Context: an optimization exercise on an open-source flow, tuned for small area and a short achievable clock period. The choices shown serve that exercise and are no tape-out recipe. At most, simulation tests tie the RTL to the original design; equivalence was not proved. The RTL of runs 5 and 6 was laid out without a check of its function. Power is estimated from default activity; no workload was simulated.

==> flow/design.v (outline; a module is shown in full before it is edited, if it fits) <==
// module SDC_fft: 168 lines
// module rot16a: 626 lines
// module rot8a: 416 lines
module SDC_fft #(
    parameter width = 12
) (
    input clk, rst_n,
    input signed [width-1:0] R, I,
    output signed [width-1:0] R_out, I_out,
    output done
);
  // ...
==> flow/run.sh <==
#!/bin/bash
# synth_recipe.tcl (not shown) runs the flow's synth.tcl, then flattens the netlist and writes it again
# the make line also repeats each setting of config.mk as NAME=value (left out here)
make -C /OpenROAD-flow-scripts/flow DESIGN_CONFIG=/design/flow/config.mk WORK_HOME=/design/flow/orfs CLKGATE_MAP_FILE= SYNTH_SCRIPT=/design/flow/synth_recipe.tcl finish
==> flow/config.mk <==
export PLATFORM = sky130hd
export DESIGN_NAME = SDC_fft
export DESIGN_NICKNAME = SDC_fft
export VERILOG_FILES = /design/flow/design.v
export SDC_FILE = /design/flow/constraint.sdc
export NUM_CORES = 4
export LEC_CHECK = 0
export ABC_CLOCK_PERIOD_IN_PS = 3500
export CAP_MARGIN = 20
export CORE_MARGIN = 2
export CORE_UTILIZATION = 40
export SETUP_SLACK_MARGIN = 5
export SLEW_MARGIN = 20
==> flow/constraint.sdc <==
create_clock -name core_clock -period 10.0 [get_ports {clk}]
set_input_delay 2.0000 -clock core_clock [delete_from_list [all_inputs] [get_ports {clk}]]
set_output_delay 2.0000 -clock core_clock [all_outputs]
set_load 0.01 [all_outputs]
==> key figures, run 1 <==
Pwr
  • Seq pwr share: 32.7%
  • Maximum vdd drop: 0.147 mV
  • Largest power group: combinational cells
  • Sw Pwr: 7.55 mW

Worst setup path
  • Most used cell, CP: fa_1
  • CP max stage cell: a2111oi_1
  • Worst setup endpoint: d1ic[14]

Yosys
  • Most used DFF post-synth: dfxtp_1
  • Top-count cell post-synth: dfxtp_1
  • Post-synthesis adder-cell area fraction: 22.3%
  • Mapped Avg Cell Area: 9.63 um^2
  • Fraction of registers with async set/reset: 1.06%

CTS
  • Clock root buffer: clkbuf_16
  • CTS Buffer Depth: 3
  • CTS Buf Count: 94
  • TritonCTS clock tree: done

Finish
  • Fill count: 10348
  • Clock network area share: 6.29%
  • Most common cell after layout, fill and taps aside: dfxtp_1
  • Sequential cell area: 17100 um^2
  • Multi-input logic area: 23900 um^2

Timing
  • Final hold violations: 0
  • Post-layout min period: 4690 ps
  • Worst setup margin: 5310 ps
  • Worst rel slew slack: 38.8%
  • Worst-Margin Slew: 918 ps
  • Clk_skew: 68.1 ps

Worst hold path
  • Hold Path Cell Cnt: 0

Global routing
  • Grt met1 use: 28.8%

Floorplanning
  • Starting Density: 40.3%
  • # IOs: 51

Outcome
  • Status: timing/DRC/antenna clean

Route
  • TritonRoute pass-1 iters: 9
  • Via Count: 31520
  • Initial DRC Count: 2564
==> inputs of run 2 (changes only) <==
==> flow/flow/run.sh (new file) <==
#!/bin/bash
set -o pipefail
export SETUP_SLACK_MARGIN=6.6
bash standard.sh > standard.log 2>&1
==> flow/standard.sh (new file) <==
#!/bin/bash
# synth_recipe.tcl (not shown) runs the flow's synth.tcl, then flattens the netlist and writes it again
# the make line also repeats each setting of config.mk as NAME=value (left out here)
make -C /OpenROAD-flow-scripts/flow DESIGN_CONFIG=/design/flow/config.mk WORK_HOME=/design/flow/orfs CLKGATE_MAP_FILE= SYNTH_SCRIPT=/design/flow/synth_recipe.tcl "${@:-finish}"
--- a/flow/config.mk
+++ b/flow/config.mk
@@ -6,8 +6,8 @@
 export NUM_CORES = 4
 export LEC_CHECK = 0
-export ABC_CLOCK_PERIOD_IN_PS = 3500
+export ABC_CLOCK_PERIOD_IN_PS = 3400
 export CAP_MARGIN = 20
 export CORE_MARGIN = 2
 export CORE_UTILIZATION = 40
-export SETUP_SLACK_MARGIN = 5
 export SLEW_MARGIN = 20
+export TNS_END_PERCENT = 10
removed: flow/run.sh
==> run 2 against run 1 <==
Via count up 3.3%. Cell count up 1.0%. Worst hold slack better by 18 ps. Clock power up 8.3%. Sequential cell count unchanged. Combinational power up 0.9%. Clock skew down 19 ps. Global-route usage up 0.73 points. Design area up 4.0%. Synthesized cell count unchanged. Die area unchanged.
==> key figures, run 2 <==
Timing
  • Fmax: 279 MHz (was 213 MHz)
  • Setup TNS: 0 ps (unchanged)
  • Worst rel slew slack: 39.0% (was 38.8%)
  • Post-layout min period: 3590 ps (was 4690 ps)
  • Worst setup margin: 6410 ps (was 5310 ps)
  • Clk_skew: 48.7 ps (was 68.1 ps)
  • Worst-Margin Slew: 915 ps (was 918 ps)
  • Final Max Slew Viols: 0 (unchanged)
  • Final setup violation count: 0 (unchanged)
  • RSZ-0062 raised after global routing: yes (was no)
  • Final worst path period share: 35.9% (was 46.9%)
  • Final hold violations: 0 (unchanged)

Placed design
  • Setup slack at placement: 5230 ps (was 5150 ps)
  • Placed Area: 45800 um^2 (about the same)
  • Gpl congestion: 0.963 (was 0.961)
  • Post-DP HPWL: 85.6 mm (was 86.9 mm)
  • Placed cell count: 5870 (was 5871)
  • PortBufs: 50 (unchanged)

Route
  • Routed len/inst: 19.5 um (was 18.9 um)
  • Via density: 5.33 (was 5.22)
  • DR DRC count: 0 (unchanged)
  • TritonRoute pass-1 iters: 12 (was 9)
  • Final wirelength: 119 mm (was 114 mm)
  • ANT nets after route: 0 (unchanged)
  • Via Count: 32559 (was 31520)
  • Initial DRC Count: 2900 (was 2564)

Finish
  • Final Cell Area: 50800 um^2 (was 48800 um^2)
  • Top flop regs: d1i (72), d1r (72) (unchanged)
  • Non-filler cells in the finished layout: 6106 (was 6044)
  • Fraction of layout cells with a size suffix above 1: 9.53% (was 5.75%)
  • Most frequent cells in the layout: dfxtp_1, inv_1, ha_1 (unchanged)
  • Post-layout nets: 5266 (was 5202)
  • P&R area growth vs syn: 15.6% (was 11.1%)
  • Most common cell after layout, fill and taps aside: dfxtp_1 (unchanged)

Global routing
  • Grt ovf: 0 (unchanged)
  • Antenna violations before repair: 7 (was 8)
  • Largest net degree at the start of global routing: 88 (unchanged)
  • Vias in the first global route: 31746 (was 31170)
  • First-pass GRT wire length: 184 mm (was 179 mm)
  • Gr usage total: 21.0% (was 20.3%)

Yosys
  • Synth area leader: dfxtp_1 (unchanged)
  • Register area share after synthesis: 38.8% (unchanged)
  • Fraction of registers with async set/reset: 1.06% (unchanged)
  • Post-Synthesis Cells: 4564 (unchanged)
  • Synthesis Warnings: 17 (unchanged)
  • Synth top area cells: dfxtp_1, fa_1, ha_1 (unchanged)
  • Number of flops mapped to enable cells by yosys: 0 (unchanged)
  • Synthesized net count: 5213 (unchanged)
  • Mapped Avg Cell Area: 9.63 um^2 (unchanged)
  • Share of the synthesized area in the top cell type: 38.2% (unchanged)
  • Flops & latches, synth: 849 (unchanged)
  • Most used DFF post-synth: dfxtp_1 (unchanged)
  • Distinct cells, synth: 76 (unchanged)
  • Top cells by count, synth: dfxtp_1, inv_1, ha_1 (unchanged)
  • Syn Std Cell Area: 44000 um^2 (unchanged)
  • Top-count cell post-synth: dfxtp_1 (unchanged)

Pwr
  • Total power: 18.7 mW (was 18.3 mW)
  • Sw Pwr: 7.62 mW (was 7.55 mW)
  • Seq pwr share: 32.2% (was 32.7%)
  • Pwr/cell area: 368 nW/um^2 (was 375 nW/um^2)
  • Internal power: 11.1 mW (was 10.8 mW)
  • Sw Share: 40.7% (was 41.2%)
  • Clock Power Share: 19.5% (was 18.4%)
  • Part of the power in combinational logic: 48.3% (was 48.9%)
  • Static Leak: 22.8 nW (was 21.9 nW)
  • Maximum vdd drop: 0.154 mV (was 0.147 mV)

Worst setup path
  • Worst Path Required: 10540 ps (was 10560 ps)
  • Most used cell, CP: fa_1 (unchanged)
  • Worst Setup Path Type: reg -> reg (unchanged)
  • Worst Setup SP: d1r[5][7] (was sel1d[3])
  • Critical Path AT: 4130 ps (was 5260 ps)
  • CP max stage cell: dfxtp_1 (was a2111oi_1)
  • Reg2reg start: d1r[5][7] (was sel1d[3])
  • R2R depth: 9 (was 12)
  • Peak per-stage delay on the critical path: 770 ps (was 640 ps)
  • CP Cell Sequence: inv_1, a21oi_1, nand3_1, fa_1, inv_1, fa_1, fa_1, inv_1, fa_1 (was buf_4, nor2_1, buf_4, inv_1, nor2_1, nor2_1, a2111oi_1, fa_1, fa_1, fa_1, inv_1, fa_1)
  • FF-to-FF End: d1rc[12] (was d1ic[14])
  • Crit Path Max Fanout: 12 (was 41)
  • CP Launch Type: flop (unchanged)
  • Worst R2R Setup Slack: 6410 ps (was 5310 ps)
  • CP Capture Type: flop (unchanged)

CTS
  • Worst-path clk slew: 60 ps (about the same)
  • Clock root buffer: clkbuf_16 (unchanged)
  • H-tree levels: 3 (unchanged)
  • Clk sinks: 849 (unchanged)
  • CTS Buffer Depth: 3 (unchanged)
  • Worst-Skew Late Latency: 670 ps (was 690 ps)
  • CTS Buf Count: 92 (was 94)
  • TritonCTS clock tree: done (unchanged)

Floorplanning
  • CORE AREA: 109000 um^2 (unchanged)
  • Die Wd: 336 um (unchanged)
  • # IOs: 51 (unchanged)
  • Full die area: 113000 um^2 (unchanged)
  • Starting Density: 40.3% (unchanged)
  • Rows: 121 (unchanged)
  • DIE HEIGHT: 336 um (unchanged)

Worst hold path
  • WHS Endpoint: d1i[3][0] (was d1i[2][0])
  • Min-delay worst type: reg -> reg (unchanged)
  • Min-delay src: d1i[2][0] (was d1i[1][0])
  • Hold Path Cell Cnt: 0 (unchanged)

Run
  • Max-cap viol count: 0 (unchanged)

Outcome
  • Status: timing/DRC/antenna clean (unchanged)
## run 2: cell count changes in the layout (fill, tap and decap cells not counted), moves of 15 or more
cell	delta
bufbuf_16	+15
o21ai_0	-20
buf_4	+27
buf_12	+20
dfxtp_1	-23
dfxtp_2	+18
o21ai_1	+15
## run 2: worst max path at each step
| stage | to | slack [ps] | depth (start not counted) |
|---|---|---|---|
| after floorplan | d1ic[7] | 6500 | 12 |
| after global placement | d1rc[13] | 5270 | 11 |
| after detailed placement | d1rc[13] | 5230 | 11 |
| after CTS | d2rc[12] | 6410 | 10 |
| after global routing | d1rc[12] | 6370 | 9 |
| final | d1rc[12] | 6410 | 9 |
## run 2: layout make-up
cell class	instances	area, um^2
repair buffers	142	1840
well taps	1414	1770
repair inverters	1	7.51
flip-flops and latches	849	17100
fillers	10150	58200
diodes	3	7.51
clock inverters	45	738
inverters	622	2410
multi-input cells	2909	24400
clock buffers	121	2570
## run 2: layer usage
metal / global-route usage, % / share of wire (%)
met5: 0 / 0
met4: 9.41 / 4.8
met3: 5.58 / 9.1
met2: 30.7 / 42
met1: 28.9 / 45
## run 2: critical path, delay by kind of cell, from the launching register on
kind,cells,cell delay (ps)
flops,1,770
simple gates,1,190
fa+ha+maj,4,1910
compound gates,1,210
buf+inv,3,370
## run 2: per-stage QoR
stage / hold WS (ps) / utilization (%)
final: 284 / 46.6
after global routing: 285 / 46.6
after CTS: 280 / 46.3
after detailed placement: 312 / 42.0
after global placement: 310 / 42.0
after floorplan: 310 / -
## run 2: logic make-up (layout without fill, tap and decap cells)
logic type / after synthesis / in the layout / synth area share [%]
fa+ha+maj: 623 / 623 / 22.3
buf+inv: 806 / 931 / 6.88
simple gates: 881 / 881 / 9.11
mux: 152 / 152 / 3.60
xor+xnor: 211 / 211 / 4.20
flops: 849 / 849 / 38.8
other cells: 0 / 3 / 0
compound gates: 1042 / 1042 / 15.1
## run 2: power groups by stage
| stage | Combinational [mW] | Clock [mW] | Sequential [mW] |
|---|---|---|---|
| detailed placement | 8.88 | 0 | 6.05 |
| CTS | 9.01 | 3.76 | 6.00 |
| global route | 10.3 | 3.89 | 6.17 |
| finish | 9.04 | 3.66 | 6.02 |
| global placement | 8.76 | 0 | 6.03 |
| floorplan | 6.86 | 0 | 5.59 |
## run 2: repair_timing
| item | 4_1_cts | 5_1_grt |
|---|---|---|
| gates cloned | 16 | 0 |
| pin swaps | 18 | 16 |
| hold buffers | 0 | 0 |
| setup buffers | 33 | 18 |
| gates resized for setup | 148 | 70 |
| endpoints found under the setup margin | 154 | 111 |
==> inputs of run 3 (changes only) <==
--- a/flow/config.mk
+++ b/flow/config.mk
@@ -11,3 +11,2 @@
 export CORE_UTILIZATION = 40
 export SLEW_MARGIN = 20
-export TNS_END_PERCENT = 10
==> run 3 against run 2 <==
Still clean. Register-to-register slack got worse by 20 ps. Cell count rose by 0.77%. Combinational power is 2% higher. Clock power about the same. Count of clock-buffer cells in the layout down 8. Die area is the same. Synthesized area unchanged. Critical path type unchanged. Critical endpoint is now d1ic[15].
==> key figures, run 3 <==
Worst setup path
  • Worst Setup Path Type: reg -> reg (unchanged)
  • CP Launch Type: flop (unchanged)
  • Critical Path AT: 4180 ps (was 4130 ps)
  • Crit path max-delay family: adder cells (unchanged)
  • CP max stage cell: dfxtp_1 (unchanged)
  • Peak per-stage delay on the critical path: 820 ps (was 770 ps)
  • Worst Path Required: 10570 ps (was 10540 ps)
  • Crit Path Max Fanout: 5 (was 12)
  • CP Buf/Inv Count: 3 (unchanged)
  • CP Capture Type: flop (unchanged)
  • CP Cell Sequence: nor2_4, a21oi_2, buf_4, o211ai_1, fa_1, inv_2, fa_2, fa_1, inv_2, fa_2 (was inv_1, a21oi_1, nand3_1, fa_1, inv_1, fa_1, fa_1, inv_1, fa_1)

Floorplanning
  • Starting Density: 40.3% (unchanged)
  • Full die area: 113000 um^2 (unchanged)
  • DIE HEIGHT: 336 um (unchanged)
  • Die Wd: 336 um (unchanged)
  • CORE AREA: 109000 um^2 (unchanged)
  • Rows: 121 (unchanged)
  • # IOs: 51 (unchanged)

Route
  • Routed met3 length: 11.3 mm (was 10.9 mm)
  • Initial DRC Count: 3327 (was 2900)
  • Highest Signal Layer: met5 (was met4)
  • Final wirelength: 122 mm (was 119 mm)
  • Via Count: 32762 (was 32559)
  • Via density: 5.32 (was 5.33)
  • DR DRC count: 0 (unchanged)
  • ANT nets after route: 0 (unchanged)
  • Routed len/inst: 19.9 um (was 19.5 um)
  • Met2 wire len: 50.7 mm (was 49.5 mm)
  • Met1 wire length: 54.1 mm (was 53.1 mm)
  • TritonRoute pass-1 iters: 11 (was 12)

Pwr
  • Pwr/cell area: 364 nW/um^2 (was 368 nW/um^2)
  • Static Leak: 23.1 nW (was 22.8 nW)
  • Maximum vdd drop: 0.188 mV (was 0.154 mV)
  • Total power: 18.9 mW (was 18.7 mW)

Finish
  • Post-layout nets: 5308 (was 5266)
  • Fraction of layout cells with a size suffix above 1: 13.0% (was 9.53%)
  • P&R area growth vs syn: 18.2% (was 15.6%)
  • Top flop regs: d1i (72), d1r (72) (unchanged)
  • Most common cell after layout, fill and taps aside: dfxtp_1 (unchanged)
  • Most frequent cells in the layout: dfxtp_1, inv_1, ha_1 (unchanged)

Timing
  • Final worst path period share: 36.1% (was 35.9%)
  • RSZ-0062 raised after global routing: yes (unchanged)
  • Clk_skew: 32.5 ps (was 48.7 ps)
  • Fmax: 277 MHz (was 279 MHz)
  • Worst rel slew slack: 39.2% (was 39.0%)
  • Setup TNS: 0 ps (unchanged)
  • Worst-Margin Slew: 912 ps (was 915 ps)
  • Post-layout min period: 3610 ps (was 3590 ps)
  • Final hold violations: 0 (unchanged)
  • Final setup violation count: 0 (unchanged)
  • Final Max Slew Viols: 0 (unchanged)

Placed design
  • Post-DP HPWL: 85.3 mm (was 85.6 mm)
  • PortBufs: 50 (unchanged)
  • Gpl congestion: 0.986 (was 0.963)

Global routing
  • Gr usage total: 21.5% (was 21.0%)
  • First-pass GRT wire length: 188 mm (was 184 mm)
  • Grt ovf: 0 (unchanged)
  • Antenna violations before repair: 3 (was 7)
  • Largest net degree at the start of global routing: 88 (unchanged)
  • Vias in the first global route: 32194 (was 31746)

Yosys
  • Top cells by count, synth: dfxtp_1, inv_1, ha_1 (unchanged)
  • Synth area leader: dfxtp_1 (unchanged)
  • Synthesized net count: 5213 (unchanged)
  • Post-Synthesis Cells: 4564 (unchanged)
  • Synthesis Warnings: 17 (unchanged)
  • Register area share after synthesis: 38.8% (unchanged)
  • Top-count cell post-synth: dfxtp_1 (unchanged)
  • Synth top area cells: dfxtp_1, fa_1, ha_1 (unchanged)
  • Flops & latches, synth: 849 (unchanged)
  • Share of the synthesized area in the top cell type: 38.2% (unchanged)
  • Distinct cells, synth: 76 (unchanged)
  • Fraction of registers with async set/reset: 1.06% (unchanged)
  • Number of flops mapped to enable cells by yosys: 0 (unchanged)
  • Syn Std Cell Area: 44000 um^2 (unchanged)
  • Mapped Avg Cell Area: 9.63 um^2 (unchanged)
  • Most used DFF post-synth: dfxtp_1 (unchanged)

CTS
  • H-tree levels: 3 (unchanged)
  • Worst-Skew Late Latency: 700 ps (was 670 ps)
  • TritonCTS clock tree: done (unchanged)
  • Worst-path clk slew: 60 ps (about the same)
  • CTS Buffer Depth: 3 (unchanged)
  • Hold_buf cts: 0 (unchanged)
  • Clock root buffer: clkbuf_16 (unchanged)
  • CTS Buf Count: 93 (was 92)
  • Clk sinks: 849 (unchanged)

Outcome
  • Status: timing/DRC/antenna clean (unchanged)

Worst hold path
  • Min-delay worst type: reg -> reg (unchanged)

Run
  • Max-cap viol count: 0 (unchanged)
==> run 3: final cells by class <==
class,instances,area (um^2)
Fill cell,10031,57000
Tap cell,1414,1770
Antenna cell,3,7.51
Inverter,622,2420
Multi-Input combinational cell,2910,25000
Timing Repair Buffer,182,2320
Timing Repair inverter,1,8.76
Clock inverter,59,808
Clock buffer,113,2550
Sequential cell,849,17100
==> run 3: cell families after synthesis <==
group           synth area share [%]
compound gates                  15.1
simple gates                    9.11
fa+ha+maj                       22.3
mux                             3.60
buf+inv                         6.88
flops                           38.8
xor+xnor                        4.20
==> run 3: worst paths after layout <==
check | start | to | slack (ps) | cells after the start
max | d1a[5] | d1ic[15] | 6390 | 10
min | d1r[3][6] | d1r[4][6] | 300 | 0
max reg2reg | d1a[5] | d1ic[15] | 6390 | 10
min reg2reg | d1r[3][6] | d1r[4][6] | 300 | 0
max in group asynchronous | rst_n | ph[3] | 8010 | 1
min in group asynchronous | rst_n | count[0] | 1630 | 1
==> run 3: worst reg2reg max path: stages, from the launching register on <==
cell	delay [ps]
dfxtp_1	820
nor2_4	60
a21oi_2	210
buf_4	170
o211ai_1	150
fa_1	590
inv_2	40
fa_2	530
fa_1	420
inv_2	70
fa_2	420
==> run 3: power breakdown <==
part / internal (mW) / leakage, nW / total [mW] / switching [mW]
combinational: 3.98 / 14.3 / 9.18 / 5.20
sequential: 4.96 / 7.17 / 6.05 / 1.09
clock: 2.18 / 1.63 / 3.68 / 1.50
total: 11.1 / 23.1 / 18.9 / 7.79
==> run 3: metal layers <==
layer  up-vias  track usage [%]
met5         -                0
met4         4             8.99
met3       463             6.33
met2      1403             31.6
met1     15346             29.3
li1      15546                -
==> run 3: timing repair <==
item                       CTS  global route
setup endpoints to repair  144            76
setup buffers               60            26
pin swaps                   43            74
cloned                      21             3
gates resized for setup    258           160
hold endpoints to repair     0             0
==> run 3: per-stage QoR <==
| stage | util [%] | hold WS [ps] | setup WS, ps | area, um^2 | cells |
|---|---|---|---|---|---|
| 6_report | 47.7 | 303 | 6390 | 52000 | 6153 |
| 3_5_place_dp | 42.0 | 312 | 5440 | 45800 | 5868 |
| 2_1_floorplan | - | 310 | 6600 | 44100 | 4564 |
| 5_1_grt | 47.7 | 311 | 6370 | 52000 | 6150 |
| 3_3_place_gp | 42.0 | 310 | 5500 | 45800 | 5868 |
| 4_1_cts | 46.9 | 304 | 6440 | 51100 | 6121 |
==> inputs of run 4 (changes only) <==
--- a/flow/config.mk
+++ b/flow/config.mk
@@ -9,4 +9,4 @@
 export CAP_MARGIN = 20
 export CORE_MARGIN = 2
-export CORE_UTILIZATION = 40
+export CORE_UTILIZATION = 55
 export SLEW_MARGIN = 20
==> run 4 against run 3 <==
Worst hold slack worse by 34 ps. Global-route usage is 9.3 points higher. Setup slack better by 41 ps. Via count rose by 0.87%. Critical path depth is the same. Sequential share of layout area rose by 0.87 points. Synthesized area unchanged. Sequential cell count unchanged. Critical path type unchanged. Largest cell class unchanged.
==> key figures, run 4 <==
Outcome
  • Status: timing/DRC/antenna clean (unchanged)

Worst setup path
  • Crit Path Max Fanout: 10 (was 5)
  • Worst Path Required: 10550 ps (was 10570 ps)
  • CP Capture Type: flop (unchanged)
  • Most used cell, CP: fa_1
  • Worst Setup Path Type: reg -> reg (unchanged)
  • Peak per-stage delay on the critical path: 540 ps (was 820 ps)
  • CP Cell Sequence: buf_12, bufbuf_16, a22oi_1, nand3_2, fa_1, fa_1, inv_1, fa_1, inv_1, fa_1 (was nor2_4, a21oi_2, buf_4, o211ai_1, fa_1, inv_2, fa_2, fa_1, inv_2, fa_2)
  • CP Buf/Inv Count: 4 (was 3)
  • Crit path max-delay family: adder cells (unchanged)
  • Critical Path AT: 4120 ps (was 4180 ps)
  • CP max stage cell: fa_1 (was dfxtp_1)
  • CP Launch Type: flop (unchanged)

Run
  • Max-cap viol count: 0 (unchanged)

Yosys
  • Distinct cells, synth: 76 (unchanged)
  • Flops & latches, synth: 849 (unchanged)
  • Mapped Avg Cell Area: 9.63 um^2 (unchanged)
  • Synthesized net count: 5213 (unchanged)
  • Synthesis Warnings: 17 (unchanged)
  • Synth top area cells: dfxtp_1, fa_1, ha_1 (unchanged)
  • Top cells by count, synth: dfxtp_1, inv_1, ha_1 (unchanged)
  • Synth area leader: dfxtp_1 (unchanged)
  • Most used DFF post-synth: dfxtp_1 (unchanged)
  • Post-Synthesis Cells: 4564 (unchanged)
  • Fraction of registers with async set/reset: 1.06% (unchanged)
  • Number of flops mapped to enable cells by yosys: 0 (unchanged)
  • Syn Std Cell Area: 44000 um^2 (unchanged)
  • Share of the synthesized area in the top cell type: 38.2% (unchanged)
  • Top-count cell post-synth: dfxtp_1 (unchanged)
  • Register area share after synthesis: 38.8% (unchanged)

CTS
  • TritonCTS clock tree: done (unchanged)
  • Worst-path clk slew: 60 ps (about the same)
  • Worst-Skew Late Latency: 680 ps (was 700 ps)
  • H-tree levels: 3 (unchanged)
  • Clock root buffer: clkbuf_16 (unchanged)
  • CTS Buf Count: 87 (was 93)
  • CTS Buffer Depth: 3 (unchanged)
  • Clk sinks: 849 (unchanged)

Global routing
  • First-pass GRT wire length: 192 mm (was 188 mm)
  • Most Used Layer, Global Route: met2 (unchanged)
  • Antenna violations before repair: 7 (was 3)
  • Grt ovf: 0 (unchanged)
  • Vias in the first global route: 32254 (was 32194)
  • Met3 Use GR: 7.23% (was 6.33%)
  • Gr usage total: 30.8% (was 21.5%)
  • Grt met1 use: 40.0% (was 29.3%)
  • Grt met2 use: 47.9% (was 31.6%)
  • Largest net degree at the start of global routing: 88 (unchanged)

Pwr
  • Seq pwr share: 33.1% (was 32.0%)
  • Internal power: 10.8 mW (was 11.1 mW)
  • Static Leak: 22.8 nW (was 23.1 nW)
  • Maximum vdd drop: 0.215 mV (was 0.188 mV)
  • Sw Share: 42.3% (was 41.2%)
  • Part of the power in combinational logic: 49.6% (was 48.6%)
  • Pwr/cell area: 368 nW/um^2 (was 364 nW/um^2)
  • Sw Pwr: 7.88 mW (was 7.79 mW)
  • Clock Power Share: 17.4% (was 19.4%)
  • Total power: 18.6 mW (was 18.9 mW)

Placed design
  • PortBufs: 50 (unchanged)
  • Setup slack at placement: 5240 ps (was 5440 ps)
  • Post-DP HPWL: 91.3 mm (was 85.3 mm)
  • Gpl congestion: 0.976 (was 0.986)
  • Placed cell count: 5506 (was 5868)
  • Placed Area: 45400 um^2 (was 45800 um^2)

Finish
  • Post-layout nets: 5295 (was 5308)
  • Fill count: 6609 (was 10031)
  • Top flop regs: d1i (72), d1r (72) (unchanged)
  • Most frequent cells in the layout: dfxtp_1, inv_1, ha_1 (unchanged)
  • Fraction of layout cells with a size suffix above 1: 11.8% (was 13.0%)
  • Non-filler cells in the finished layout: 5768 (was 6153)
  • P&R area growth vs syn: 15.2% (was 18.2%)
  • Final Util: 64.1% (was 47.7%)
  • Final Cell Area: 50700 um^2 (was 52000 um^2)
  • Most common cell after layout, fill and taps aside: dfxtp_1 (unchanged)

Route
  • Initial DRC Count: 3403 (was 3327)
  • Via density: 5.73 (was 5.32)
  • Final wirelength: 126 mm (was 122 mm)
  • TritonRoute pass-1 iters: 15 (was 11)
  • Via Count: 33047 (was 32762)
  • Routed len/inst: 21.9 um (was 19.9 um)
  • DR DRC count: 0 (unchanged)
  • ANT nets after route: 0 (unchanged)

Timing
  • Hold_ws: 268 ps (was 303 ps)
  • Worst-Margin Slew: 1080 ps (was 912 ps)
  • Setup TNS: 0 ps (unchanged)
  • Fmax: 281 MHz (was 277 MHz)
  • Clk_skew: 70.5 ps (was 32.5 ps)
  • Final hold violations: 0 (unchanged)
  • Post-layout min period: 3560 ps (was 3610 ps)
  • RSZ-0062 raised after global routing: yes (unchanged)
  • Final setup violation count: 0 (unchanged)
  • Worst rel slew slack: 27.5% (was 39.2%)
  • Final worst path period share: 35.6% (was 36.1%)
  • Final Max Slew Viols: 0 (unchanged)
  • Worst setup margin: 6440 ps (was 6390 ps)

Floorplanning
  • Die Wd: 287 um (was 336 um)
  • Rows: 103 (was 121)
  • Starting Density: 55.7% (was 40.3%)
  • DIE HEIGHT: 287 um (was 336 um)
  • CORE AREA: 79000 um^2 (was 109000 um^2)
  • Full die area: 82200 um^2 (was 113000 um^2)
  • # IOs: 51 (unchanged)

Worst hold path
  • Min-delay worst type: reg -> reg (unchanged)
==> run 4: layout make-up <==
class | instances | area [um^2] | area share [%]
clock inverters | 43 | 473 | 0.934
multi-input cells | 2909 | 24800 | 48.9
inverters | 622 | 2450 | 4.83
repair inverters | 3 | 27.5 | 0.0543
repair buffers | 174 | 2100 | 4.14
diodes | 1 | 2.50 | 0.00494
clock buffers | 117 | 2410 | 4.76
flip-flops and latches | 849 | 17100 | 33.8
well taps | 1050 | 1310 | 2.59
==> run 4: cells by family (layout without fill, tap and decap cells) <==
| logic type | after synthesis | count (layout) | synth area share, % |
|---|---|---|---|
| xor gates and xnor gates | 211 | 211 | 4.20 |
| other | 0 | 1 | 0 |
| AOI/OAI and AO/OA | 1042 | 1042 | 15.1 |
| DFF | 849 | 849 | 38.8 |
| and+or+nand+nor | 881 | 881 | 9.11 |
| buffers and inverters | 806 | 959 | 6.88 |
| adders and majority gates | 623 | 623 | 22.3 |
| muxes | 152 | 152 | 3.60 |
==> run 4: timing repair <==
action                     CTS  global route
setup buffers               47            33
resized for setup          221           149
pin swaps                   35            55
cloned                      17             4
setup endpoints to repair  138            71
hold buffers                 0             0
==> run 4: power groups by stage <==
stage | combinational (mW) | sequential [mW] | clock (mW)
floorplan | 6.86 | 5.59 | 0
global placement | 8.85 | 6.18 | 0
global route | 10.4 | 6.30 | 3.47
finish | 9.24 | 6.16 | 3.24
CTS | 9.08 | 6.14 | 3.31
detailed placement | 8.96 | 6.18 | 0
==> run 4: worst paths after layout <==
path,startpoint,end,slack (ps),cells past startpoint
setup / recovery,sel1d[6],d1rc[11],6440,10
hold / removal,b2r[1][7],b2r[2][7],270,0
setup reg to reg,sel1d[6],d1rc[11],6440,10
hold reg to reg,b2r[1][7],b2r[2][7],270,0
max in group asynchronous,rst_n,count[3],7500,1
min in group asynchronous,rst_n,count[0],1900,1
==> run 4: layer usage <==
layer | vias to the layer above | share of wire, %
met4 | 6 | 6.4
met3 | 576 | 8.3
li1 | 15491 | -
met2 | 1495 | 44
met5 | - | 0.045
met1 | 15479 | 41
==> module SDC_fft, before the edit <==
module SDC_fft #(
    parameter width = 12
) (
    input clk, rst_n,
    input signed [width-1:0] R, I,
    output signed [width-1:0] R_out, I_out,
    output done
);
    reg [4:0] count;
    always @(posedge clk or negedge rst_n) begin
        if (!rst_n) count <= 0;
        else if (count != 27) count <= count + 1'b1;
    end
    assign done = count[4] & count[3] & ~count[2] & count[1] & count[0];
    reg [3:0] ph;
    always @(posedge clk or negedge rst_n) begin
        if (!rst_n) ph <= 4'hf;
        else ph <= ph + 1'b1;
    end
    wire [3:0] pn = ph + 1'b1;
    wire [3:0] t1n = pn - 4'd14;        
    wire [3:0] t2n = pn - 4'd11;        
    wire [3:0] e2n = pn - 4'd9, e3n = pn - 4'd14, e4n = pn - 4'd1;
    wire [3:0] e5n = pn - 4'd3, e6n = pn - 4'd5;
    reg [7:0] sel1a, sel1b, sel1c, sel1d;
    reg [3:0] sel2a, sel2b, sel2c, sel2d;
    reg s1bf, s2bf, s3bf, s4bf, s4j, x1, x2;
    always @(posedge clk) begin
        sel1a <= t1n[3] ? 8'd1 : (8'd1 << t1n[2:0]);
        sel1b <= t1n[3] ? 8'd1 : (8'd1 << t1n[2:0]);
        sel1c <= t1n[3] ? 8'd1 : (8'd1 << t1n[2:0]);
        sel1d <= t1n[3] ? 8'd1 : (8'd1 << t1n[2:0]);
        sel2a <= t2n[2] ? (4'd1 << t2n[1:0]) : 4'd1;
        sel2b <= t2n[2] ? (4'd1 << t2n[1:0]) : 4'd1;
        sel2c <= t2n[2] ? (4'd1 << t2n[1:0]) : 4'd1;
        sel2d <= t2n[2] ? (4'd1 << t2n[1:0]) : 4'd1;
        s1bf <= pn[3];
        s2bf <= e2n[2];
        s3bf <= e3n[1];
        s4bf <= e4n[0];
        s4j <= e4n[1];
        x1 <= e5n[2] & ~e5n[1];
        x2 <= e6n[3] & ~e6n[2];
    end
    reg signed [11:0] xr, xi;
    always @(posedge clk) begin
        xr <= R;
        xi <= I;
    end
    reg signed [11:0] d1r [0:5];
    reg signed [11:0] d1i [0:5];
    reg signed [12:0] d1a, d1b;           
    reg [21:0] d1rs, d1rc, d1is, d1ic;    
    reg signed [11:0] d1r7, d1i7;
    wire signed [12:0] s1sr = d1r7 + xr, s1dr = d1r7 - xr;
    wire signed [12:0] s1si = d1i7 + xi, s1di = d1i7 - xi;
    wire signed [11:0] s1or = s1bf ? s1sr[12:1] : d1r7;
    wire signed [11:0] s1oi = s1bf ? s1si[12:1] : d1i7;
    wire signed [11:0] d1inr = s1bf ? s1dr[12:1] : xr;
    wire signed [11:0] d1ini = s1bf ? s1di[12:1] : xi;
    wire [21:0] r1rs, r1rc, r1is, r1ic;
    rot16a u_r1 (.vr(d1r[5]), .vi(d1i[5]), .a(d1a), .b(d1b),
                 .d0(sel1a), .d1(sel1b), .d2(sel1c), .d3(sel1d),
                 .res(r1rs), .rec(r1rc), .ims(r1is), .imc(r1ic));
    wire [21:0] r1rt = d1rs + d1rc, r1it = d1is + d1ic;
    integer k;
    always @(posedge clk) begin
        d1r[0] <= d1inr; d1i[0] <= d1ini;
        for (k = 1; k < 6; k = k + 1) begin
            d1r[k] <= d1r[k-1]; d1i[k] <= d1i[k-1];
        end
        d1a <= d1r[4] + d1i[4];
        d1b <= d1i[4] - d1r[4];
        d1rs <= r1rs; d1rc <= r1rc;
        d1is <= r1is; d1ic <= r1ic;
        d1r7 <= r1rt[21:10];
        d1i7 <= r1it[21:10];
    end
    reg signed [11:0] p1r, p1i;
    always @(posedge clk) begin
        p1r <= s1or; p1i <= s1oi;
    end
    reg signed [11:0] d2r0, d2i0, d2r1, d2i1;
    reg signed [12:0] d2a, d2b;
    reg [21:0] d2rs, d2rc, d2is, d2ic;
    reg signed [11:0] d2r3, d2i3;
    wire signed [11:0] s2sr = d2r3 + p1r, s2dr = d2r3 - p1r;
    wire signed [11:0] s2si = d2i3 + p1i, s2di = d2i3 - p1i;
    wire signed [11:0] s2or = s2bf ? s2sr : d2r3;
    wire signed [11:0] s2oi = s2bf ? s2si : d2i3;
    wire signed [11:0] d2inr = s2bf ? s2dr : p1r;
    wire signed [11:0] d2ini = s2bf ? s2di : p1i;
    wire [21:0] r2rs, r2rc, r2is, r2ic;
    rot8a u_r2 (.vr(d2r1), .vi(d2i1), .a(d2a), .b(d2b),
                .d0(sel2a), .d1(sel2b), .d2(sel2c), .d3(sel2d),
                .res(r2rs), .rec(r2rc), .ims(r2is), .imc(r2ic));
    wire [21:0] r2rt = d2rs + d2rc, r2it = d2is + d2ic;
    always @(posedge clk) begin
        d2r0 <= d2inr; d2i0 <= d2ini;
        d2r1 <= d2r0; d2i1 <= d2i0;
        d2a <= d2r0 + d2i0;
        d2b <= d2i0 - d2r0;
        d2rs <= r2rs; d2rc <= r2rc;
        d2is <= r2is; d2ic <= r2ic;
        d2r3 <= r2rt[21:10];
        d2i3 <= r2it[21:10];
    end
    reg signed [11:0] p2r, p2i;
    always @(posedge clk) begin
        p2r <= s2or; p2i <= s2oi;
    end
    reg signed [11:0] d3r [0:1];
    reg signed [11:0] d3i [0:1];
    wire signed [12:0] s3sr = d3r[1] + p2r, s3dr = d3r[1] - p2r;
    wire signed [12:0] s3si = d3i[1] + p2i, s3di = d3i[1] - p2i;
    wire signed [11:0] s3or = s3bf ? s3sr[12:1] : d3r[1];
    wire signed [11:0] s3oi = s3bf ? s3si[12:1] : d3i[1];
    wire signed [11:0] d3inr = s3bf ? s3dr[12:1] : p2r;
    wire signed [11:0] d3ini = s3bf ? s3di[12:1] : p2i;
    always @(posedge clk) begin
        d3r[0] <= d3inr; d3i[0] <= d3ini;
        d3r[1] <= d3r[0]; d3i[1] <= d3i[0];
    end
    reg signed [11:0] p3r, p3i;
    always @(posedge clk) begin
        p3r <= s3or; p3i <= s3oi;
    end
    reg signed [11:0] d4r, d4i;
    wire signed [11:0] br = s4j ? p3i : p3r;
    wire signed [11:0] bi = s4j ? p3r : p3i;
    wire signed [11:0] s4sr = d4r + br;
    wire signed [11:0] s4dr = d4r - br;
    wire signed [11:0] s4si = s4j ? d4i - bi : d4i + bi;
    wire signed [11:0] s4di = s4j ? d4i + bi : d4i - bi;
    wire signed [11:0] s4or = s4bf ? s4sr : d4r;
    wire signed [11:0] s4oi = s4bf ? s4si : d4i;
    always @(posedge clk) begin
        d4r <= s4bf ? s4dr : p3r;
        d4i <= s4bf ? s4di : p3i;
    end
    reg signed [11:0] p4r, p4i;
    always @(posedge clk) begin
        p4r <= s4or; p4i <= s4oi;
    end
    reg signed [11:0] b1r [0:1];
    reg signed [11:0] b1i [0:1];
    wire signed [11:0] w1r = x1 ? p4r : b1r[1];
    wire signed [11:0] w1i = x1 ? p4i : b1i[1];
    always @(posedge clk) begin
        b1r[0] <= x1 ? b1r[1] : p4r;
        b1i[0] <= x1 ? b1i[1] : p4i;
        b1r[1] <= b1r[0]; b1i[1] <= b1i[0];
    end
    reg signed [11:0] b2r [0:3];
    reg signed [11:0] b2i [0:3];
    reg signed [11:0] outr, outi;
    always @(posedge clk) begin
        b2r[0] <= x2 ? b2r[3] : w1r;
        b2i[0] <= x2 ? b2i[3] : w1i;
        for (k = 1; k < 4; k = k + 1) begin
            b2r[k] <= b2r[k-1]; b2i[k] <= b2i[k-1];
        end
        outr <= x2 ? w1r : b2r[3];
        outi <= x2 ? w1i : b2i[3];
    end
    assign R_out = outr;
    assign I_out = outi;
endmodule
==> inputs of run 5 (changes only) <==
--- a/flow/design.v
+++ b/flow/design.v
@@ -8,9 +8,15 @@
 );
     reg [4:0] count;
+    reg done_r;                   
     always @(posedge clk or negedge rst_n) begin
-        if (!rst_n) count <= 0;
-        else if (count != 27) count <= count + 1'b1;
+        if (!rst_n) begin
+            count <= 0;
+            done_r <= 1'b0;
+        end else begin
+            if (count != 27) count <= count + 1'b1;
+            done_r <= count[4] & count[3] & ~count[2] & count[1];    
+        end
     end
-    assign done = count[4] & count[3] & ~count[2] & count[1] & count[0];
+    assign done = done_r;
     reg [3:0] ph;
     always @(posedge clk or negedge rst_n) begin
--- a/flow/config.mk
+++ b/flow/config.mk
@@ -11,2 +11,3 @@
 export CORE_UTILIZATION = 55
 export SLEW_MARGIN = 20
+export TNS_END_PERCENT = 10
==> run 5 against run 4 <==
Still clean. Combinational power decreased by 1%. Worst hold slack improved by 49 ps. Core utilization decreased by 0.94 points. Global-route usage decreased by 2.0 points. Total power about the same. Critical path type unchanged. Largest cell class unchanged. Largest power group unchanged.
==> key figures, run 5 <==
Finish
  • Most frequent cells in the layout: dfxtp_1, inv_1, nor2_1 (was dfxtp_1, inv_1, ha_1)
  • Fill count: 6690 (was 6609)
  • Sequential cell area: 17100 um^2 (about the same)
  • Post-layout nets: 5234 (was 5295)
  • Top flop regs: d1i (72), d1r (72) (unchanged)
  • Fraction of layout cells with a size suffix above 1: 9.35% (was 11.8%)
  • Antenna cells: 0 (was 1)
  • P&R area growth vs syn: 13.7% (was 15.2%)
  • Multi-input logic area: 24400 um^2 (was 24800 um^2)
  • Most common cell after layout, fill and taps aside: dfxtp_1 (unchanged)

Route
  • DR DRC count: 0 (unchanged)
  • Via density: 5.61 (was 5.73)
  • Routed len/inst: 20.5 um (was 21.9 um)
  • Initial DRC Count: 3303 (was 3403)
  • ANT nets after route: 0 (unchanged)
  • Final wirelength: 117 mm (was 126 mm)
  • Via Count: 31982 (was 33047)
  • TritonRoute pass-1 iters: 12 (was 15)

CTS
  • Clock root buffer: clkbuf_16 (unchanged)
  • Clk sinks: 850 (was 849)
  • TritonCTS clock tree: done (unchanged)
  • CTS Buffer Depth: 3 (unchanged)
  • Worst-Skew Late Latency: 660 ps (was 680 ps)
  • Hold_buf cts: 0 (unchanged)
  • Worst-path clk slew: 60 ps (about the same)
  • CTS Buf Count: 88 (was 87)
  • H-tree levels: 3 (unchanged)

Pwr
  • Pwr/cell area: 374 nW/um^2 (was 368 nW/um^2)
  • Static Leak: 22.4 nW (was 22.8 nW)
  • Maximum vdd drop: 0.228 mV (was 0.215 mV)
  • Total power: 18.6 mW (about the same)

Floorplanning
  • # IOs: 51 (unchanged)
  • CORE AREA: 78900 um^2 (was 79000 um^2)
  • Starting Density: 55.6% (was 55.7%)
  • Full die area: 81900 um^2 (was 82200 um^2)
  • Rows: 103 (unchanged)
  • DIE HEIGHT: 286 um (was 287 um)
  • Die Wd: 286 um (was 287 um)

Placed design
  • Post-DP HPWL: 85.9 mm (was 91.3 mm)
  • Gpl congestion: 0.978 (was 0.976)
  • PortBufs: 50 (unchanged)

Yosys
  • Synth area leader: dfxtp_1 (unchanged)
  • Top-count cell post-synth: dfxtp_1 (unchanged)
  • Number of flops mapped to enable cells by yosys: 0 (unchanged)
  • Fraction of registers with async set/reset: 1.18% (was 1.06%)
  • Most used DFF post-synth: dfxtp_1 (unchanged)
  • Share of the synthesized area in the top cell type: 38.4% (was 38.2%)
  • Register area share after synthesis: 39.0% (was 38.8%)
  • Flops & latches, synth: 850 (was 849)
  • Post-Synthesis Cells: 4551 (was 4564)
  • Synthesized net count: 5200 (was 5213)
  • Distinct cells, synth: 77 (was 76)
  • Syn Std Cell Area: 43800 um^2 (was 44000 um^2)
  • Synth top area cells: dfxtp_1, fa_1, ha_1 (unchanged)
  • Mapped Avg Cell Area: 9.63 um^2 (about the same)
  • Synthesis Warnings: 17 (unchanged)
  • Top cells by count, synth: dfxtp_1, inv_1, nor2_1 (was dfxtp_1, inv_1, ha_1)

Worst setup path
  • Peak per-stage delay on the critical path: 510 ps (was 540 ps)
  • Worst Path Required: 10520 ps (was 10550 ps)
  • Worst R2R Setup Slack: 6390 ps (was 6440 ps)
  • R2R depth: 13 (was 10)
  • Crit path max-delay family: adder cells (unchanged)
  • Reg2reg start: sel1d[3] (was sel1d[6])
  • CP Capture Type: flop (unchanged)
  • Most used cell, CP: fa_1 (unchanged)
  • CP max stage cell: fa_1 (unchanged)
  • Critical Path AT: 4130 ps (was 4120 ps)
  • CP Launch Type: flop (unchanged)
  • Crit Path Max Fanout: 6 (was 10)
  • Worst Setup Path Type: reg -> reg (unchanged)
  • FF-to-FF End: d1ic[15] (was d1rc[11])
  • CP Cell Sequence: buf_12, buf_16, clkinvlp_4, buf_12, o22ai_2, a21oi_1, o211ai_1, fa_1, inv_2, fa_2, fa_1, inv_1, fa_1 (was buf_12, bufbuf_16, a22oi_1, nand3_2, fa_1, fa_1, inv_1, fa_1, inv_1, fa_1)
  • CP Buf/Inv Count: 6 (was 4)

Timing
  • Final worst path period share: 36.1% (was 35.6%)
  • Clk_skew: 34.3 ps (was 70.5 ps)
  • Final Max Slew Viols: 0 (unchanged)
  • Setup TNS: 0 ps (unchanged)
  • RSZ-0062 raised after global routing: yes (unchanged)
  • Hold_ws: 318 ps (was 268 ps)
  • Final hold violations: 0 (unchanged)
  • Fmax: 277 MHz (was 281 MHz)
  • Post-layout min period: 3610 ps (was 3560 ps)
  • Final setup violation count: 0 (unchanged)
  • Worst rel slew slack: 29.0% (was 27.5%)
  • Worst-Margin Slew: 1060 ps (was 1080 ps)

Worst hold path
  • WHS Endpoint: b1r[1][11] (was b2r[2][7])
  • Min-delay worst type: reg -> reg (unchanged)
  • Min-delay src: b1r[0][11] (was b2r[1][7])
  • Hold Path Cell Cnt: 0 (unchanged)

Global routing
  • Gr usage total: 28.8% (was 30.8%)
  • Grt ovf: 0 (unchanged)
  • First-pass GRT wire length: 183 mm (was 192 mm)
  • Largest net degree at the start of global routing: 85 (was 88)
  • Antenna violations before repair: 5 (was 7)
  • Vias in the first global route: 31921 (was 32254)

Outcome
  • Status: timing/DRC/antenna clean (unchanged)

Run
  • Max-cap viol count: 0 (unchanged)
==> run 5: routing by layer <==
| metal | vias to the layer above | routed length, um | global-route usage, % |
|---|---|---|---|
| met5 | - | 0 | 0 |
| met4 | 0 | 4440 | 9.61 |
| met3 | 369 | 9010 | 5.90 |
| met2 | 1259 | 50800 | 44.9 |
| met1 | 15022 | 52700 | 39.9 |
| li1 | 15332 | - | - |
==> run 5: cell type report <==
cell class,instances,area share [%]
clock inverters,38,1.07
flip-flops and latches,850,34.3
multi-input cells,2919,48.9
inverters,594,4.64
clock buffers,121,5.03
repair buffers,131,3.38
repair inverters,1,0.0176
well taps,1050,2.64
==> run 5: logic make-up (layout without fill, tap and decap cells) <==
kind of cell,count (synthesis),after routing,share of synthesized area (%)
flip-flops,850,850,39.0
XOR/XNOR,213,213,4.26
buffers and inverters,782,885,6.71
adder cells (fa/ha/maj),623,623,22.4
AO/OA/AOI/OAI,995,995,14.6
AND/OR/NAND/NOR,953,953,9.86
multiplexers,135,135,3.21
==> run 5: through the flow <==
step	setup slack (ps)	cell area (um^2)	utilization (%)	std cells
final	6390	49800	63.2	5704
after global placement	5430	45200	57.3	5493
after detailed placement	5330	45200	57.3	5493
after floorplan	6570	43800	-	4551
after global routing	6360	49800	63.2	5704
after CTS	6390	49500	62.7	5692
==> run 5: how the worst max path moves through the flow <==
stage / depth (start not counted) / startpoint / slack [ps] / to
2_1_floorplan: 12 / sel1d[7] / 6570 / d1ic[13]
3_3_place_gp: 11 / sel1d[2] / 5430 / d1rc[13]
3_5_place_dp: 11 / sel1d[2] / 5330 / d1rc[13]
4_1_cts: 1 / outr[8] / 6390 / R_out[8]
5_1_grt: 12 / sel1d[1] / 6360 / d1ic[12]
6_report: 13 / sel1d[3] / 6390 / d1ic[15]
==> run 5: worst register-to-register path, stage by stage (launching register included) <==
cell        delay (ps)
dfxtp_4            360
buf_12             140
buf_16             120
clkinvlp_4         200
buf_12             220
o22ai_2            160
a21oi_1             70
o211ai_1           190
fa_1               510
inv_2               90
fa_2               440
fa_1               490
inv_1               50
fa_1               430
==> run 5: repair_timing <==
| action | in CTS | in global routing |
|---|---|---|
| pin swaps | 20 | 10 |
| setup buffers | 27 | 9 |
| gates resized for setup | 177 | 65 |
| cloned | 13 | 3 |
| endpoints found under the setup margin | 142 | 123 |
==> run 5: report_power, final <==
part	internal [mW]	leakage (nW)	switching, mW	total (mW)
registers	4.97	7.18	1.11	6.08
logic	3.92	13.8	5.23	9.14
clock network	2.00	1.49	1.40	3.40
total	10.9	22.4	7.74	18.6
==> inputs of run 6 (changes only) <==
--- a/flow/config.mk
+++ b/flow/config.mk
@@ -10,4 +10,6 @@
 export CORE_MARGIN = 2
 export CORE_UTILIZATION = 55
+export CTS_CLUSTER_DIAMETER = 80
+export CTS_CLUSTER_SIZE = 30
 export SLEW_MARGIN = 20
 export TNS_END_PERCENT = 10
==> run 6 against run 5 <==
First-iteration DRC count down 12%. Non-clock buffer count fell by 9. Sequential share of layout area grew 1.4 points. Setup slack worse by 73 ps. Wire length decreased by 2.4%. Largest cell class unchanged.
==> key figures, run 6 <==
CTS
  • H-tree levels: 2 (was 3)
  • Worst-Skew Late Latency: 630 ps (was 660 ps)
  • Worst-path clk slew: 100 ps (was 60 ps)
  • Clk sinks: 850 (unchanged)
  • Clock root buffer: clkbuf_16 (unchanged)
  • CTS Buf Count: 41 (was 88)
  • TritonCTS clock tree: done (unchanged)
  • CTS Buffer Depth: 3 (unchanged)

Pwr
  • Internal power: 9.69 mW (was 10.9 mW)
  • Maximum vdd drop: 0.250 mV (was 0.228 mV)
  • Total power: 17.2 mW (was 18.6 mW)
  • Sw Pwr: 7.48 mW (was 7.74 mW)
  • Seq pwr share: 35.2% (was 32.6%)
  • Part of the power in combinational logic: 53.0% (was 49.1%)
  • Sw Share: 43.5% (was 41.5%)
  • Clock Power Share: 11.8% (was 18.3%)
  • Static Leak: 21.5 nW (was 22.4 nW)
  • Pwr/cell area: 359 nW/um^2 (was 374 nW/um^2)

Yosys
  • Post-Synthesis Cells: 4551 (unchanged)
  • Synth area leader: dfxtp_1 (unchanged)
  • Synthesized net count: 5200 (unchanged)
  • Top cells by count, synth: dfxtp_1, inv_1, nor2_1 (unchanged)
  • Top-count cell post-synth: dfxtp_1 (unchanged)
  • Most used DFF post-synth: dfxtp_1 (unchanged)
  • Distinct cells, synth: 77 (unchanged)
  • Share of the synthesized area in the top cell type: 38.4% (unchanged)
  • Flops & latches, synth: 850 (unchanged)
  • Synthesis Warnings: 17 (unchanged)
  • Mapped Avg Cell Area: 9.63 um^2 (unchanged)
  • Fraction of registers with async set/reset: 1.18% (unchanged)
  • Syn Std Cell Area: 43800 um^2 (unchanged)
  • Register area share after synthesis: 39.0% (unchanged)
  • Synth top area cells: dfxtp_1, fa_1, ha_1 (unchanged)
  • Number of flops mapped to enable cells by yosys: 0 (unchanged)

Timing
  • Worst rel slew slack: 33.7% (was 29.0%)
  • Setup TNS: 0 ps (unchanged)
  • Worst setup margin: 6320 ps (was 6390 ps)
  • Fmax: 271 MHz (was 277 MHz)
  • RSZ-0062 raised after global routing: yes (unchanged)
  • Worst-Margin Slew: 989 ps (was 1060 ps)
  • Final hold violations: 0 (unchanged)
  • Final Max Slew Viols: 0 (unchanged)
  • Hold_ws: 313 ps (was 318 ps)
  • Post-layout min period: 3680 ps (was 3610 ps)
  • Final worst path period share: 36.8% (was 36.1%)
  • Final setup violation count: 0 (unchanged)
  • Clk_skew: 35.6 ps (was 34.3 ps)

Global routing
  • Antenna violations before repair: 5 (unchanged)
  • Gr usage total: 28.1% (was 28.8%)
  • Grt ovf: 0 (unchanged)
  • Largest net degree at the start of global routing: 85 (unchanged)
  • First-pass GRT wire length: 180 mm (was 183 mm)
  • Vias in the first global route: 31159 (was 31921)

Finish
  • Fill count: 6902 (was 6690)
  • Fraction of layout cells with a size suffix above 1: 6.83% (was 9.35%)
  • Post-layout nets: 5178 (was 5234)
  • P&R area growth vs syn: 9.15% (was 13.7%)
  • Most frequent cells in the layout: dfxtp_1, inv_1, nor2_1 (unchanged)
  • Most common cell after layout, fill and taps aside: dfxtp_1 (unchanged)
  • Top flop regs: d1i (72), d1r (72) (unchanged)

Worst setup path
  • Worst Setup SP: d1r[5][8] (was sel1d[3])
  • CP Capture Type: flop (unchanged)
  • CP Buf/Inv Count: 2 (was 6)
  • Critical Path AT: 4200 ps (was 4130 ps)
  • Reg2reg start: d1r[5][8] (was sel1d[3])
  • Worst Path Required: 10520 ps (about the same)
  • Crit path max-delay family: adder cells (unchanged)
  • CP Launch Type: flop (unchanged)
  • Crit Path Max Fanout: 16 (was 6)
  • CP max stage cell: dfxtp_1 (was fa_1)
  • Worst Setup Path Type: reg -> reg (unchanged)
  • CP Cell Sequence: o21ai_0, a211o_1, fa_1, inv_1, fa_2, fa_1, inv_1, fa_1 (was buf_12, buf_16, clkinvlp_4, buf_12, o22ai_2, a21oi_1, o211ai_1, fa_1, inv_2, fa_2, fa_1, inv_1, fa_1)
  • Most used cell, CP: fa_1 (unchanged)
  • Peak per-stage delay on the critical path: 880 ps (was 510 ps)

Route
  • TritonRoute pass-1 iters: 11 (was 12)
  • ANT nets after route: 0 (unchanged)
  • Via density: 5.59 (was 5.61)
  • Final wirelength: 114 mm (was 117 mm)
  • DR DRC count: 0 (unchanged)
  • Via Count: 31315 (was 31982)
  • Routed len/inst: 20.4 um (was 20.5 um)
  • Initial DRC Count: 2905 (was 3303)

Floorplanning
  • Rows: 103 (unchanged)
  • CORE AREA: 78900 um^2 (unchanged)
  • DIE HEIGHT: 286 um (unchanged)
  • Full die area: 81900 um^2 (unchanged)
  • Die Wd: 286 um (unchanged)
  • Starting Density: 55.6% (unchanged)
  • # IOs: 51 (unchanged)

Placed design
  • Setup slack at placement: 5330 ps (unchanged)
  • Gpl congestion: 0.978 (unchanged)
  • Post-DP HPWL: 85.9 mm (unchanged)
  • PortBufs: 50 (unchanged)

Worst hold path
  • Min-delay worst type: reg -> reg (unchanged)
  • Min-delay src: d1r[3][0] (was b1r[0][11])

Run
  • Max-cap viol count: 0 (unchanged)

Outcome
  • Status: timing/DRC/antenna clean (unchanged)
-- run 6: cell counts after synthesis --
No cell type changed its count.
-- run 6: power groups by stage --
stage                     clock network (mW)  registers, mW  logic, mW
final                                   2.02           6.04       9.10
after global routing                    2.21           6.19       10.4
after CTS                               2.10           6.03       9.11
after detailed placement                   0           6.10       9.00
after global placement                     0           6.09       8.90
after floorplan                            0           5.59       6.77
-- run 6: final cells by class --
type / count / area [um^2] / share of cell area [%]
clock buffer: 46 / 1090 / 2.27
timing repair buffer: 122 / 1560 / 3.26
antenna: 1 / 2.50 / 0.00523
sequential: 850 / 17100 / 35.8
multi-input combinational: 2919 / 24200 / 50.5
tap: 1050 / 1310 / 2.75
clock inverter: 21 / 287 / 0.599
inverter: 594 / 2310 / 4.82
timing repair inverter: 1 / 8.76 / 0.0183
-- run 6: logic make-up after synthesis --
| family | Yosys count | synth area share [%] |
|---|---|---|
| flops | 850 | 39.0 |
| mux | 135 | 3.21 |
| xor+xnor | 213 | 4.26 |
| fa+ha+maj | 623 | 22.4 |
| simple gates | 953 | 9.86 |
| buf+inv | 782 | 6.71 |
| compound gates | 995 | 14.6 |
-- run 6: worst reg2reg max path, cell delays in order (launching register included) --
cell and delay (ps):
dfxtp_1 880, o21ai_0 400, a211o_1 400, fa_1 490, inv_1 50, fa_2 350
fa_1 510, inv_1 50, fa_1 430
-- run 6: worst paths after layout --
check,slack [ps],cells after the start,endpoint
max,6320,8,d1ic[12]
min,310,0,d1r[4][0]
max reg2reg,6320,8,d1ic[12]
min reg2reg,310,0,d1r[4][0]
max in group asynchronous,7800,1,count[1]
min in group asynchronous,1770,1,done_r
-- run 6: per-stage QoR --
stage               instance area, um^2  std cells  util, %
floorplan                         43800       4551        -
detailed placement                45200       5493     57.3
finish                            47800       5604     60.6
CTS                               47600       5595     60.3
global placement                  45200       5493     57.3
global route                      47800       5603     60.6
-- run 6: repair_timing --
action / 4_1_cts / 5_1_grt
hold buffers: 0 / 0
pin swaps: 13 / 9
setup buffers: 24 / 5
cloned: 11 / 3
endpoints found under the setup margin: 144 / 117
resized for setup: 149 / 34
-- run 6: layer usage --
metal | global-route usage, % | vias up | share of wire, %
met2 | 44.3 | 1149 | 44
met3 | 4.58 | 301 | 7.1
met1 | 39.8 | 14696 | 46
met4 | 8.38 | 0 | 3.4
li1 | - | 15169 | -
met5 | 0 | - | 0

-- re-timing with driven ports --
How much do the figures lean on ideal ports? The routed layouts below were timed once more, with nothing changed but the port constraints.
Step 1: set_driving_cell puts a clkbuf_16 on clk and a buf_2 on each other input, an assumption about the parent block.
Step 2 moves the port delays by t, midway between the first and last clock arrival at a register: inputs arrive t later, outputs are due t later. That takes back most of the time a late clock gives input paths.
Slacks: ideal ports / drivers / drivers and shift; pairs: ideal ports / drivers.
| run | shift t [ns] | setup slack, ns | latest minus earliest clock arrival (ns) | worst register clock-pin slew, ns | worst slew at a driven data input, ns |
|---|---|---|---|---|---|
| run 1 | 0.720 | 5.306 / 5.306 / 5.306 | 0.074 / 0.073 | 0.06 / 0.06 | 0.06 |
| run 2 | 0.716 | 6.411 / 6.400 / 6.411 | 0.050 / 0.051 | 0.07 / 0.07 | 0.05 |
| run 3 | 0.747 | 6.395 / 6.395 / 6.395 | 0.036 / 0.036 | 0.06 / 0.06 | 0.05 |
| run 4 | 0.713 | 6.436 / 6.383 / 6.436 | 0.071 / 0.071 | 0.07 / 0.07 | 0.05 |
| run 5 | 0.703 | 6.388 / 6.385 / 6.388 | 0.035 / 0.035 | 0.07 / 0.07 | 0.04 |
| run 6 | 0.674 | 6.315 / 6.315 / 6.315 | 0.039 / 0.040 | 0.11 / 0.11 | 0.04 |
After both steps every run listed still meets setup and hold.
